Source: an optimization exercise on an open RTL-to-GDS flow (aim: small area and a short achievable clock period). Production flows keep margins and buffers that such runs may drop.
No functional check of the RTL was part of any run shown here.
Power is estimated from default activity; no workload was simulated. No driver is modelled on the clock port, so clocking that relies on it looks cheaper here than on a real chip.

## flow/design.v (module list and top-level ports; edited modules follow where they fit)
// module fulladder: 9 lines
// module nbitfulladder: 18 lines
// module twoscomplement: 3 lines
// module mux2_1: 3 lines
// module nbitshifter: 3 lines
// module pipelinediv: 1278 lines
module pipelinediv (clock, dividend, divisor, quotient, remainder);
  // ...
==> flow/flow/run.sh <==
#!/bin/bash
set -euo pipefail
bash standard.sh "BUFFER_PORTS_ARGS=-buffer_cell sky130_fd_sc_hd__buf_2" "CTS_ARGS=-sink_clustering_enable -repair_clock_nets -dont_use_dummy_load -buf_list sky130_fd_sc_hd__clkbuf_16 -sink_clustering_size 30 -sink_clustering_max_diameter 80" finish > make_finish.log 2>&1
==> flow/standard.sh <==
#!/bin/bash
# synth_recipe.tcl (not shown) runs the flow's synth.tcl, then flattens the netlist and writes it again
# the make line also repeats each setting of config.mk as NAME=value (left out here)
make -C /OpenROAD-flow-scripts/flow DESIGN_CONFIG=/design/flow/config.mk WORK_HOME=/design/flow/orfs CLKGATE_MAP_FILE= SYNTH_SCRIPT=/design/flow/synth_recipe.tcl "${@:-finish}"
==> flow/config.mk <==
export PLATFORM = sky130hd
export DESIGN_NAME = pipelinediv
export DESIGN_NICKNAME = pipelinediv
export VERILOG_FILES = /design/flow/design.v
export SDC_FILE = /design/flow/constraint.sdc
export NUM_CORES = 4
export LEC_CHECK = 0
export CAP_MARGIN = 20
export CORE_MARGIN = 2
export CORE_UTILIZATION = 70
export PLACE_DENSITY = 0.8
export SLEW_MARGIN = 20
==> flow/constraint.sdc <==
create_clock -name core_clock -period 18.0 [get_ports {clock}]
set_input_delay 3.6000 -clock core_clock [delete_from_list [all_inputs] [get_ports {clock}]]
set_output_delay 3.6000 -clock core_clock [all_outputs]
set_load 0.01 [all_outputs]
==> results.cfg, run 1 <==
[status]
status = finished clean

[layout]
seq_cell_count = 1960
seq_share_pct = 66.0
bufAreaShareNonClock_pct = 0.998
clkbuf_count = 76
final_common_cell = dfxtp_1

[timing]
rsz0062_at_grt = no
setup_viol = 0
relSlewSlack_pct = 24.2
clock_skew_ns = 0.0678
setup_slack_ns = 12.71

[clocking]
cts_root_buffer = clkbuf_16
clock_sinks = 1960
cts_tree = built
numCtsBuffers = 76

[power_and_ir_drop]
power_frac_seq_pct = 54.4
cellLeakagePower_uw = 0.0252
maxPowerGroup = sequential cells
p_sw_uw = 2740

[setup_path]
critPathArrivalTime_ns = 5.81
rr_startpoint = d21[0]$_DFF_P_
required_ns = 18.52
setup.worst_path.start = d21[0]$_DFF_P_

[yosys]
synthMuxAreaShare_pct = 5.64
synth_top_area_share_pct = 70.4
synth_compound_area_share_pct = 4.93
syn_inst = 3820
yosysWarnings = 1
synth_common_cells = 1960 x dfxtp_1, 239 x mux2_2, 220 x ha_1
ys_ff_latch = 1960

[hold_path]
hold_class = reg2reg

[route]
top_layer = met4
vias = 25700
drt_iter0_drc = 921

[run]
maxCapViolations = 0

[global_route]
grt_pass1_wl_mm = 128
grt_usage_pct = 19.1

[floorplanning]
floorplan.initialDensity_pct = 70.7
rows = 103
==> run 2: changes to the inputs <==
==> flow/flow/run.sh (replaced) <==
#!/bin/bash
set -euo pipefail
bash standard.sh "BUFFER_PORTS_ARGS=-buffer_cell sky130_fd_sc_hd__buf_2" "CTS_ARGS=-sink_clustering_enable -repair_clock_nets -dont_use_dummy_load -buf_list sky130_fd_sc_hd__clkbuf_16 -sink_clustering_size 30 -sink_clustering_max_diameter 80" "SETUP_SLACK_MARGIN=13.4" finish > make_finish.log 2>&1
==> run 2 against run 1 <==
- synthesized cell count unchanged
- largest cell class unchanged
- routed wire length increased by 8.5%
- power rose by 5.7%
- non-clock buffer count up 94
- critical endpoint is now quotient[12]
- still clean on timing, DRC and antenna
==> results.cfg, run 2 <==
[status]
status = finished clean

[setup_path]
required_ns = 14.40
slowest_stage = dfxtp_2
start_kind = flop
cp_max_fo = 1
r2r_end = r23[12]$_DFF_P_
end_kind = output pin
r2r_slack_ns = 13.34
rr_startpoint = d22[0]$_DFF_P_
crit_chain = buf_6
critPathArrivalTime_ns = 1.12
cp_top_family = flip-flops
reg2reg_depth = 16
slowest_delay_ns = 0.37
crit_type = reg2out
critPathBufInv = 1

[placement]
place.port_buffers = 96
gp_congestion = 0.818
dpl.cell_count = 4944
dpl.hpwl_mm = 52.5

[timing]
setup_viol = 0
fin_crit_ns = 4.72
slew_viol_final = 0
fmax_mhz = 212
final_hold_viol_count = 0
worst_slew_pin_slew_ns = 1.10
fin_setup_tns_ns = 0
period_share_pct = 26.2
relSlewSlack_pct = 26.0
clock_skew_ns = 0.0765
rsz0062_at_grt = yes

[yosys]
syn_nets = 4284
ys_types = 60
syn-cell-area_um2 = 55800
synth_top_family_by_area = adder cells
ys_async_sr_fraction_pct = 0
synth_compound_area_share_pct = 4.93
yosysWarnings = 1
synth.most_common_cell = dfxtp_1
synth-main-ff-cell = dfxtp_1
synth-simple-area-share_pct = 3.57
synth_edf_count = 0
synth_area_leaders = dfxtp_1 70%, fa_1 7.0%, ha_1 4.9%
yosysSeqAreaShare_pct = 70.4
avgSynthCellArea_um2 = 14.6
syn_inst = 3820
synth_top_area_share_pct = 70.4
synthMuxAreaShare_pct = 5.64
yosysTopAreaCell = dfxtp_1
synth_common_cells = 1960 x dfxtp_1, 239 x mux2_2, 220 x ha_1
yosys.area_share.adder_pct = 11.9
ys_ff_latch = 1960
synth_xor_area_share_pct = 1.93

[floorplanning]
die_x_um = 286
die_area_um2 = 81900
core_um2 = 78900
rows = 103
die_h_um = 286
ioPinCount = 97
floorplan.initialDensity_pct = 70.7

[route]
routed_wirelength_mm = 83.1
vias = 26400
drc = 0
first_pass_iters = 5
detail-route-antenna-nets = 0
wl_per_cell_um = 16.2
vias_per_cell = 5.15
drt_iter0_drc = 935

[clocking]
clock_latency_ns = 0.67
hold_buffers = 0
cts_root_buffer = clkbuf_16
clk_pin_slew_ns = 0.10
clock_sinks = 1960
numCtsBuffers = 75
clock_path_buffers = 3
htreeDepth = 3
cts_tree = built

[global_route]
antenna_found_initial = 2
grt_max_degree = 31
grt_usage_pct = 19.7
grt_pass1_vias = 27400
grt-ovfl-total = 0
grt_pass1_wl_mm = 130

[power_and_ir_drop]
cellLeakagePower_uw = 0.0259
p_per_area_nw_per_um2 = 170
ir_worst_vdd_mv = 0.111

[layout]
final_common_cell = dfxtp_1
area_delta_synth_final_pct = 10.1
final_cells = 5124
n_antenna_cell = 0
layout_common_cells = 1928 x dfxtp_1, 216 x ha_1, 212 x mux2_2
layout-drive-gt1-share_pct = 19.0
fin_nets = 4540

[hold_path]
hold_class = reg2reg
min_to = x1[18]$_DFF_P_
min-delay-start = x0[17]$_DFF_P_
whs_path_depth = 0

[run]
maxCapViolations = 0
==> run 2: layer usage <==
metal	part of all wire, %	up-vias	global-route usage, %
li1	-	13100	-
met1	37	12700	21.1
met2	56	346	39.0
met3	3.4	164	3.00
met4	3.1	0	6.24
met5	0	-	0
==> run 2: worst max-delay path by stage <==
stage                                from               to  slack [ns]  depth (start not counted)
final                     x32[12]$_DFF_P_     quotient[12]       13.28                          1
after global routing      x32[12]$_DFF_P_     quotient[12]       13.23                          1
after CTS                 x32[12]$_DFF_P_     quotient[12]       13.24                          1
after detailed placement   d21[0]$_DFF_P_   r22[2]$_DFF_P_       12.65                         15
after global placement    x21[31]$_DFF_P_   r22[1]$_DFF_P_       12.83                         15
after floorplan           x21[31]$_DFF_P_  r22[10]$_DFF_P_       13.41                         16
==> run 2: stage by stage <==
step | utilization [%] | hold WS (ns) | instance area (um2) | total power [uW] | setup WS [ns]
6_report | 77.8 | 0.292 | 61400 | 10400 | 13.28
3_5_place_dp | 72.9 | 0.312 | 57500 | 8010 | 12.65
3_3_place_gp | 72.9 | 0.309 | 57500 | 7860 | 12.83
4_1_cts | 76.5 | 0.299 | 60400 | 10200 | 13.24
2_1_floorplan | - | 0.310 | 55800 | 7430 | 13.41
5_1_grt | 77.8 | 0.299 | 61400 | 11000 | 13.23
==> run 2: layout make-up <==
class                      instances  area (um2)
tap                             1050        1310
multi-input combinational       1646       16700
timing repair buffer             205        1480
inverter                         188         748
clock buffer                      75        1880
fill                            4498       17500
sequential                      1960       39300
==> run 2: cells by family after synthesis <==
family,Yosys count
xor gates and xnor gates,123
AOI/OAI and AO/OA,429
adders and majority gates,415
and+or+nand+nor,394
buffers and inverters,225
muxes,274
DFF,1960
==> run 2: report_power, final <==
group / switching (uW) / internal [uW]
Clock: 1170 / 755
Sequential: 350 / 5040
Combinational: 1470 / 1640
Total: 3000 / 7440
==> run 2: what timing repair did <==
action	in CTS	in global routing
pin swaps	42	71
cloned	7	8
setup buffers	38	52
setup endpoints to repair	350	313
resized for setup	131	165

## what the ideal ports hide
Ports are ideal in the flow. The routed layouts listed here were re-timed in OpenROAD. Step 1 sets driving cells, clkbuf_16 on the clock port and buf_2 on the other inputs (assumed; they add their load-dependent delay and slew). Step 2 moves the port delays by t, midway between the first and last clock arrival at a register: inputs arrive t later, outputs are due t later. That takes back most of the time a late clock gives input paths. Three values: ideal ports, drivers, drivers and shift; two values: the first two.
run | t, ns | setup slack, ns | worst setup path at the end | clock arrival spread, ns
run 1 | 0.694 | 12.710 / 12.710 / 12.710 | register to register | 0.083 / 0.082
run 2 | 0.695 | 13.283 / 13.216 / 13.339 | register to register | 0.079 / 0.079
After both steps setup and hold are still met in every run listed.
